Source: an optimization exercise on an open RTL-to-GDS flow (aim: small area, a short achievable clock period and few clock cycles). Production flows keep margins and buffers that such runs may drop. At most, simulation tests tie the RTL to the original design; equivalence was not proved. Power and IR drop assume default switching activity.

== north ==
Design axi_stream_insert_header, start of the top module:
module axi_stream_insert_header #(
    parameter DATA_WD = 64,
    parameter DATA_BYTE_WD = DATA_WD / 8,
    parameter BYTE_CNT_WD = $clog2(DATA_BYTE_WD)
) (
    input                       clk             ,
    input                       rst_n           ,
    input                       valid_in        ,
    input [DATA_WD-1 : 0]       data_in         ,
    input [DATA_BYTE_WD-1 : 0]  keep_in         ,
    input                       last_in         ,
    output                      ready_in        ,
    output                      valid_out       ,
    output [DATA_WD-1 : 0]      data_out        ,
    output [DATA_BYTE_WD-1 : 0] keep_out        ,
    output                      last_out        ,
    input                       ready_out       ,
    input                       valid_insert    ,
    input [DATA_WD-1 : 0]       data_insert     ,
    input [DATA_BYTE_WD-1 : 0]  keep_insert     ,
    input [BYTE_CNT_WD : 0]     byte_insert_cnt ,
    output                      ready_insert
    );
    reg                       in_pkt ;  
    reg                       tail   ;  
    reg  [DATA_WD-1:0]        carry  ;  
    reg  [DATA_BYTE_WD-1:0]   mask   ;  
    reg  [BYTE_CNT_WD-1:0]    rot    ;  
    reg  [DATA_BYTE_WD-1:0]   keep_r ;  
    function [DATA_WD-1:0] rot_data;
        input [DATA_WD-1:0]     d;
        input [BYTE_CNT_WD-1:0] r;
        rot_data = {d, d} >> (r * 8);
    endfunction
    function [DATA_BYTE_WD-1:0] rot_keep;
        input [DATA_BYTE_WD-1:0] k;
        input [BYTE_CNT_WD-1:0]  r;
        rot_keep = {k, k} >> r;
  ...
Size: roughly 1300 cells after synthesis, roughly 85 flip-flops, roughly 230 I/O pins, about 7500 um2 of cells after synthesis.
==> flow/config.mk <==
export PLATFORM = sky130hd
export DESIGN_NAME = axi_stream_insert_header
export DESIGN_NICKNAME = axi_stream_insert_header
export VERILOG_FILES = /design/flow/design.v
export SDC_FILE = /design/flow/constraint.sdc
export NUM_CORES = 4
export LEC_CHECK = 0
export ABC_AREA = 1
export CAP_MARGIN = 20
export CORE_MARGIN = 2
export CORE_UTILIZATION = 40
export PLACE_DENSITY = 0.6
export SETUP_SLACK_MARGIN = 2.5
export SLEW_MARGIN = 20
==> flow/constraint.sdc <==
create_clock -name core_clock -period 5.0 [get_ports {clk}]
set_input_delay 1.0000 -clock core_clock [delete_from_list [all_inputs] [get_ports {clk}]]
set_output_delay 1.0000 -clock core_clock [all_outputs]
set_load 0.01 [all_outputs]
standard.sh (not shown) runs the stock make flow with config.mk's settings and CLKGATE_MAP_FILE= SYNTH_SCRIPT=/design/flow/synth_recipe.tcl, a recipe that flattens the netlist after the stock synthesis.
==> flow/flow/run.sh <==
#!/bin/bash
# Standard ORFS layout, with every port buffered by the smallest buffer cell
# (the resizer may still upsize it) instead of the default choice.
set -euo pipefail
bash standard.sh "BUFFER_PORTS_ARGS=-buffer_cell sky130_fd_sc_hd__buf_1" finish > standard_flow.log 2>&1
Setup changes, north to south
- ABC_AREA removed (was 1)
- SETUP_SLACK_MARGIN removed (was 2.5)
==> flow/run.sh (new file) <==
#!/bin/bash
# synth_recipe.tcl (not shown) runs the flow's synth.tcl, then flattens the netlist and writes it again
# the make line also repeats each setting of config.mk as NAME=value (left out here)
make -C /OpenROAD-flow-scripts/flow DESIGN_CONFIG=/design/flow/config.mk WORK_HOME=/design/flow/orfs CLKGATE_MAP_FILE= SYNTH_SCRIPT=/design/flow/synth_recipe.tcl finish
removed: flow/flow/run.sh
removed: flow/standard.sh
==> notes.md <==
Against north, south comes in 2 lower on number of buffers and inverters on the critical path.
Changes observed in south relative to north: total half-perimeter wirelength after legalization and detailed placement saw an increase; utilization saw a decrease.
Delta (south minus north): starting density of the core essentially unchanged, setup slack decreased 1.17 ns, combinational power increased about 11%.
No run of this note included a check of the RTL's function; only the layout flow was run.

---

Setup of try-maple:
Starting RTL as in the previous note.
// axi_stream_insert_header
module axi_stream_insert_header #(
    parameter DATA_WD = 64,
    parameter DATA_BYTE_WD = DATA_WD / 8,
    parameter BYTE_CNT_WD = $clog2(DATA_BYTE_WD)
) (
    input                       clk             ,
    input                       rst_n           ,
    input                       valid_in        ,
    input [DATA_WD-1 : 0]       data_in         ,
    input [DATA_BYTE_WD-1 : 0]  keep_in         ,
    input                       last_in         ,
    output                      ready_in        ,
    output                      valid_out       ,
    output [DATA_WD-1 : 0]      data_out        ,
    output [DATA_BYTE_WD-1 : 0] keep_out        ,
    output                      last_out        ,
    input                       ready_out       ,
    input                       valid_insert    ,
    input [DATA_WD-1 : 0]       data_insert     ,
    input [DATA_BYTE_WD-1 : 0]  keep_insert     ,
    input [BYTE_CNT_WD : 0]     byte_insert_cnt ,
    output                      ready_insert
    );
==> flow/config.mk <==
export PLATFORM = sky130hd
export DESIGN_NAME = axi_stream_insert_header
export DESIGN_NICKNAME = axi_stream_insert_header
export VERILOG_FILES = /design/flow/design.v
export SDC_FILE = /design/flow/constraint.sdc
export NUM_CORES = 4
export LEC_CHECK = 0
export ABC_AREA = 1
export CAP_MARGIN = 20
export CORE_MARGIN = 2
export CORE_UTILIZATION = 40
export PLACE_DENSITY = 0.6
export SLEW_MARGIN = 20
==> flow/constraint.sdc <==
create_clock -name core_clock -period 5.0 [get_ports {clk}]
set_input_delay 1.0000 -clock core_clock [delete_from_list [all_inputs] [get_ports {clk}]]
set_output_delay 1.0000 -clock core_clock [all_outputs]
set_load 0.01 [all_outputs]
==> flow/flow/run.sh <==
#!/bin/bash
# Standard ORFS layout, with every port buffered by the smallest buffer cell
# (the resizer may still upsize it) instead of the default choice.
set -euo pipefail
bash standard.sh "BUFFER_PORTS_ARGS=-buffer_cell sky130_fd_sc_hd__buf_1" finish > standard_flow.log 2>&1
--- input diff try-maple..try-sierra ---
Settings: SETUP_SLACK_MARGIN: unset -> 3.0.
Findings:
try-sierra: full flow OK, the timing, design-rule and antenna checks passed
Clock power: try-sierra worse than try-maple
Launch point of the critical path = mask[6]: try-maple; launch point of the critical path = rot[0]: try-sierra
try-sierra vs. try-maple: area occupied by multi-input gates now larger, clock power share shrank by 4.6 points.
keep_out[6] as the worst setup path endpoint was reported by try-sierra, and data_out[56] by try-maple.
Overall power of the completed layout, try-sierra and try-maple: smaller value in try-maple
Comparing maximum clock frequency for try-sierra and try-maple, the bigger number came from try-sierra.
Diff try-maple -> try-sierra: slack of the critical path climbed 0.52 ns, first-pass GRT wire length climbed 18%.
Measured against try-sierra, the combinational power of try-maple comes out at 0.59 times the reference value.
Min count of multi-input combinational gates across try-sierra and try-maple: try-maple
Function was not checked in any run of this note: the RTL went through the layout flow alone.

---

## job 113
axi_stream_insert_header, a different RTL version from the one above (not shown whole).
Size in the first run: about 570 cells after synthesis, ~230 I/O pins, about 4900 sq um of cells after synthesis.
## axi_stream_insert_header
module axi_stream_insert_header #(
    parameter DATA_WD = 64,
    parameter DATA_BYTE_WD = DATA_WD / 8,
    parameter BYTE_CNT_WD = $clog2(DATA_BYTE_WD)
) (
    input                       clk             ,
    input                       rst_n           ,
    input                       valid_in        ,
    input [DATA_WD-1 : 0]       data_in         ,
    input [DATA_BYTE_WD-1 : 0]  keep_in         ,
    input                       last_in         ,
    output                      ready_in        ,
    output                      valid_out       ,
    output [DATA_WD-1 : 0]      data_out        ,
    output [DATA_BYTE_WD-1 : 0] keep_out        ,
    output                      last_out        ,
    input                       ready_out       ,
    input                       valid_insert    ,
    input [DATA_WD-1 : 0]       data_insert     ,
    input [DATA_BYTE_WD-1 : 0]  keep_insert     ,
    input [BYTE_CNT_WD : 0]     byte_insert_cnt ,
    output                      ready_insert
    );
clock: 5.0 ns
lec_check: 0
cap_margin: 20
core_margin: 2
core_utilization: 40
place_density: 0.6
slew_margin: 20
==> flow/flow/run.sh <==
#!/bin/bash
# The standard ORFS layout (standard.sh), with these changes:
# - synthesis maps the logic with an area-oriented ABC script (flow/area.abc);
#   registers, flattening and names are synth_recipe.tcl's, unchanged;
# - every port is buffered with the smallest buffer cell (the resizer may
#   still upsize it) instead of the default choice;
# - clock tree: clkbuf_8 buffers and no dummy loads;
# - timing repair up to CTS aims for PRE_MARGIN ns of setup slack on the worst
#   path only; after global routing it only repairs up to POST_MARGIN.
set -euo pipefail
W=$PWD
PRE_MARGIN=${PRE_MARGIN:-2.3}
POST_MARGIN=${POST_MARGIN:-0}
COMMON=(
  "SYNTH_SCRIPT=$W/flow/my_synth.tcl"
  "MY_ABC_SCRIPT=$W/flow/area.abc"
  "FLOW_SYNTH_TCL=$W/synth_recipe.tcl"
  "BUFFER_PORTS_ARGS=-buffer_cell sky130_fd_sc_hd__buf_1"
  "CTS_ARGS=-sink_clustering_enable -repair_clock_nets -dont_use_dummy_load -buf_list sky130_fd_sc_hd__clkbuf_8 -root_buf sky130_fd_sc_hd__clkbuf_8"
  "TNS_END_PERCENT=0"
)
bash standard.sh "${COMMON[@]}" "SETUP_SLACK_MARGIN=$PRE_MARGIN" cts > flow_to_cts.log 2>&1
bash standard.sh "${COMMON[@]}" "SETUP_SLACK_MARGIN=$POST_MARGIN" finish > flow_to_finish.log 2>&1
==> flow/flow/area.abc <==
strash
dch
map -a
amap
topo
stime -c
==> flow/flow/my_synth.tcl <==
# The standard flow's synthesis script (synth_recipe.tcl), with ABC mapping the logic by
# the area-oriented script in MY_ABC_SCRIPT instead of ORFS's own script.
proc abc {args} {
  set i [lsearch -exact $args -script]
  if { $i >= 0 } { lset args [expr { $i + 1 }] $::env(MY_ABC_SCRIPT) }
  set i [lsearch -exact $args -D]
  if { $i >= 0 } { set args [lreplace $args $i [expr { $i + 1 }]] }
  puts "abc (own script): $args"
  yosys abc {*}$args
}
source $::env(FLOW_SYNTH_TCL)
Testbench counts of job 113, summed over its fixed seeds: cycles 11,954.
Inputs modified between job 113 and job 6135:
--- a/flow/flow/run.sh
+++ b/flow/flow/run.sh
@@ -11,3 +11,3 @@
 W=$PWD
-PRE_MARGIN=${PRE_MARGIN:-2.3}
+PRE_MARGIN=${PRE_MARGIN:-1.7}
 POST_MARGIN=${POST_MARGIN:-0}
Job 6135: PASS, flow complete, no timing, DRC or antenna violations. Power dissipated in combinational cells (job 113 / job 6135): 1.11. As far as relative area of non-clock buffer cells in the final design is concerned, job 113 and job 6135 perform about the same. On amount of wire on met3 after detailed routing, job 6135 tracks job 113 almost exactly. A start point of the critical path of keep_in[6] is what job 6135 shows, while data_in[49] belongs to job 113. Compare job 6135 and job 113 | arrival time of data at the critical path endpoint lower: job 113.
## Diff of input files: job 3828 against job 6135
==> flow/flow/run.sh <==
#!/bin/bash
# The standard ORFS layout, with two changes:
# - synthesis maps the logic with an area-oriented ABC script (flow/area.abc);
#   registers, flattening and names are synth_recipe.tcl's, unchanged;
# - every port is buffered with the smallest buffer cell (the resizer may
#   still upsize it) instead of the default choice.
set -euo pipefail
W=$PWD
bash standard.sh \
  "SYNTH_SCRIPT=$W/flow/my_synth.tcl" \
  "MY_ABC_SCRIPT=$W/flow/area.abc" \
  "FLOW_SYNTH_TCL=$W/synth_recipe.tcl" \
  "BUFFER_PORTS_ARGS=-buffer_cell sky130_fd_sc_hd__buf_1" \
  finish > standard_flow.log 2>&1
--- a/flow/config.mk
+++ b/flow/config.mk
@@ -11,2 +11,4 @@
 export PLACE_DENSITY = 0.6
+export SETUP_SLACK_MARGIN = 2.0
 export SLEW_MARGIN = 20
+export TNS_END_PERCENT = 0
## What came out
Maximum frequency went up by more than 10% going from job 6135 to job 3828. Comparing job 3828 and job 6135, the higher detailed-route via count was measured on job 3828. Compared with job 6135, job 3828 ends up with more cell area. Of job 3828 and job 6135, job 3828 shows the lower count of cell instances traversed by the critical path, with job 6135 above it. In the metrics for job 3828 and job 6135, the one carrying the lower insertion delay to the later sink of the worst-skew pair is job 3828. Highest net fanout along the worst path for job 3828: 36 down relative to job 6135.
diff inputs: job 3828 => job 9152
==> flow/flow/run.sh <==
#!/bin/bash
# The standard ORFS layout (standard.sh), with these changes:
# - synthesis maps the logic with an area-oriented ABC script (flow/area.abc);
#   registers, flattening and names are synth_recipe.tcl's, unchanged;
# - every port is buffered with the smallest buffer cell (the resizer may
#   still upsize it) instead of the default choice;
# - clock tree: clkbuf_8 buffers and no dummy loads;
# - timing repair up to CTS aims for PRE_MARGIN ns of setup slack on the worst
#   path only; after global routing it only repairs up to POST_MARGIN.
set -euo pipefail
W=$PWD
PRE_MARGIN=${PRE_MARGIN:-2.0}
POST_MARGIN=${POST_MARGIN:-0}
COMMON=(
  "SYNTH_SCRIPT=$W/flow/my_synth.tcl"
  "MY_ABC_SCRIPT=$W/flow/area.abc"
  "FLOW_SYNTH_TCL=$W/synth_recipe.tcl"
  "BUFFER_PORTS_ARGS=-buffer_cell sky130_fd_sc_hd__buf_1"
  "CTS_ARGS=-sink_clustering_enable -repair_clock_nets -dont_use_dummy_load -buf_list sky130_fd_sc_hd__clkbuf_8 -root_buf sky130_fd_sc_hd__clkbuf_8"
  "TNS_END_PERCENT=0"
)
bash standard.sh "${COMMON[@]}" "SETUP_SLACK_MARGIN=$PRE_MARGIN" cts > flow_to_cts.log 2>&1
bash standard.sh "${COMMON[@]}" "SETUP_SLACK_MARGIN=$POST_MARGIN" finish > flow_to_finish.log 2>&1
--- a/flow/config.mk
+++ b/flow/config.mk
@@ -9,6 +9,4 @@
 export CORE_MARGIN = 2
-export CORE_UTILIZATION = 40
-export PLACE_DENSITY = 0.6
-export SETUP_SLACK_MARGIN = 2.0
+export CORE_UTILIZATION = 55
+export PLACE_DENSITY = 0.75
 export SLEW_MARGIN = 20
-export TNS_END_PERCENT = 0
### Flow results
Via count normalized by instance count (job 9152 vs. job 3828) increases by a few percent
Total core area (higher): job 3828
The die of job 9152 is smaller than the one used in job 3828.
Of job 9152 and job 3828, it is job 9152 that has the lower final HPWL from detailed placement.
Diff job 3828..job 9152 | number of max-cap violations | unchanged
Diff job 3828 -> job 9152: logic depth of the worst path, buffers included went down 3; largest voltage drop on the vdd net went up 0.023 mV; final non-filler cell total went down 61; worst hold slack went down 33 ps; total of clock buffers placed in the layout went down 4.

## afterwards: timing with drivers on the ports
Ports are ideal in the flow. The routed layouts listed here were re-timed in OpenROAD.
Step 1 sets driving cells, clkbuf_16 on the clock port and buf_2 on the other inputs (assumed; they add their load-dependent delay and slew).
Step 2 moves the port delays by t, midway between the first and last clock arrival at a register: inputs arrive t later, outputs are due t later. That takes back most of the time a late clock gives input paths.
Slacks: ideal / step 1 / step 2; pairs: ideal / step 1.
run	t (ns)	setup WS [ns]	worst hold slack (ns)	worst register clock-pin slew, ns
north	0.393	1.957 / 1.915 / 2.011	0.403 / 0.384 / 0.674	0.08 / 0.08
south	0.405	0.786 / 0.739 / 0.784	0.548 / 0.548 / 0.548	0.07 / 0.07
try-maple	0.384	1.471 / 1.429 / 1.341	0.426 / 0.407 / 0.593	0.07 / 0.07
try-sierra	0.400	1.989 / 1.947 / 2.025	0.408 / 0.390 / 0.757	0.07 / 0.07
job 113	0.397	1.936 / 1.889 / 1.618	0.396 / 0.382 / 0.465	0.09 / 0.09
job 6135	0.396	1.565 / 1.532 / 1.178	0.396 / 0.382 / 0.461	0.09 / 0.09
job 3828	0.377	1.953 / 1.919 / 1.690	0.431 / 0.414 / 0.461	0.06 / 0.06
job 9152	0.394	1.799 / 1.764 / 1.572	0.398 / 0.386 / 0.467	0.09 / 0.09
After both steps setup and hold are still met in every run listed. For job 6135, which loses most, drivers alone change the setup slack by -0.033 ns; drivers and shift together by -0.387 ns.
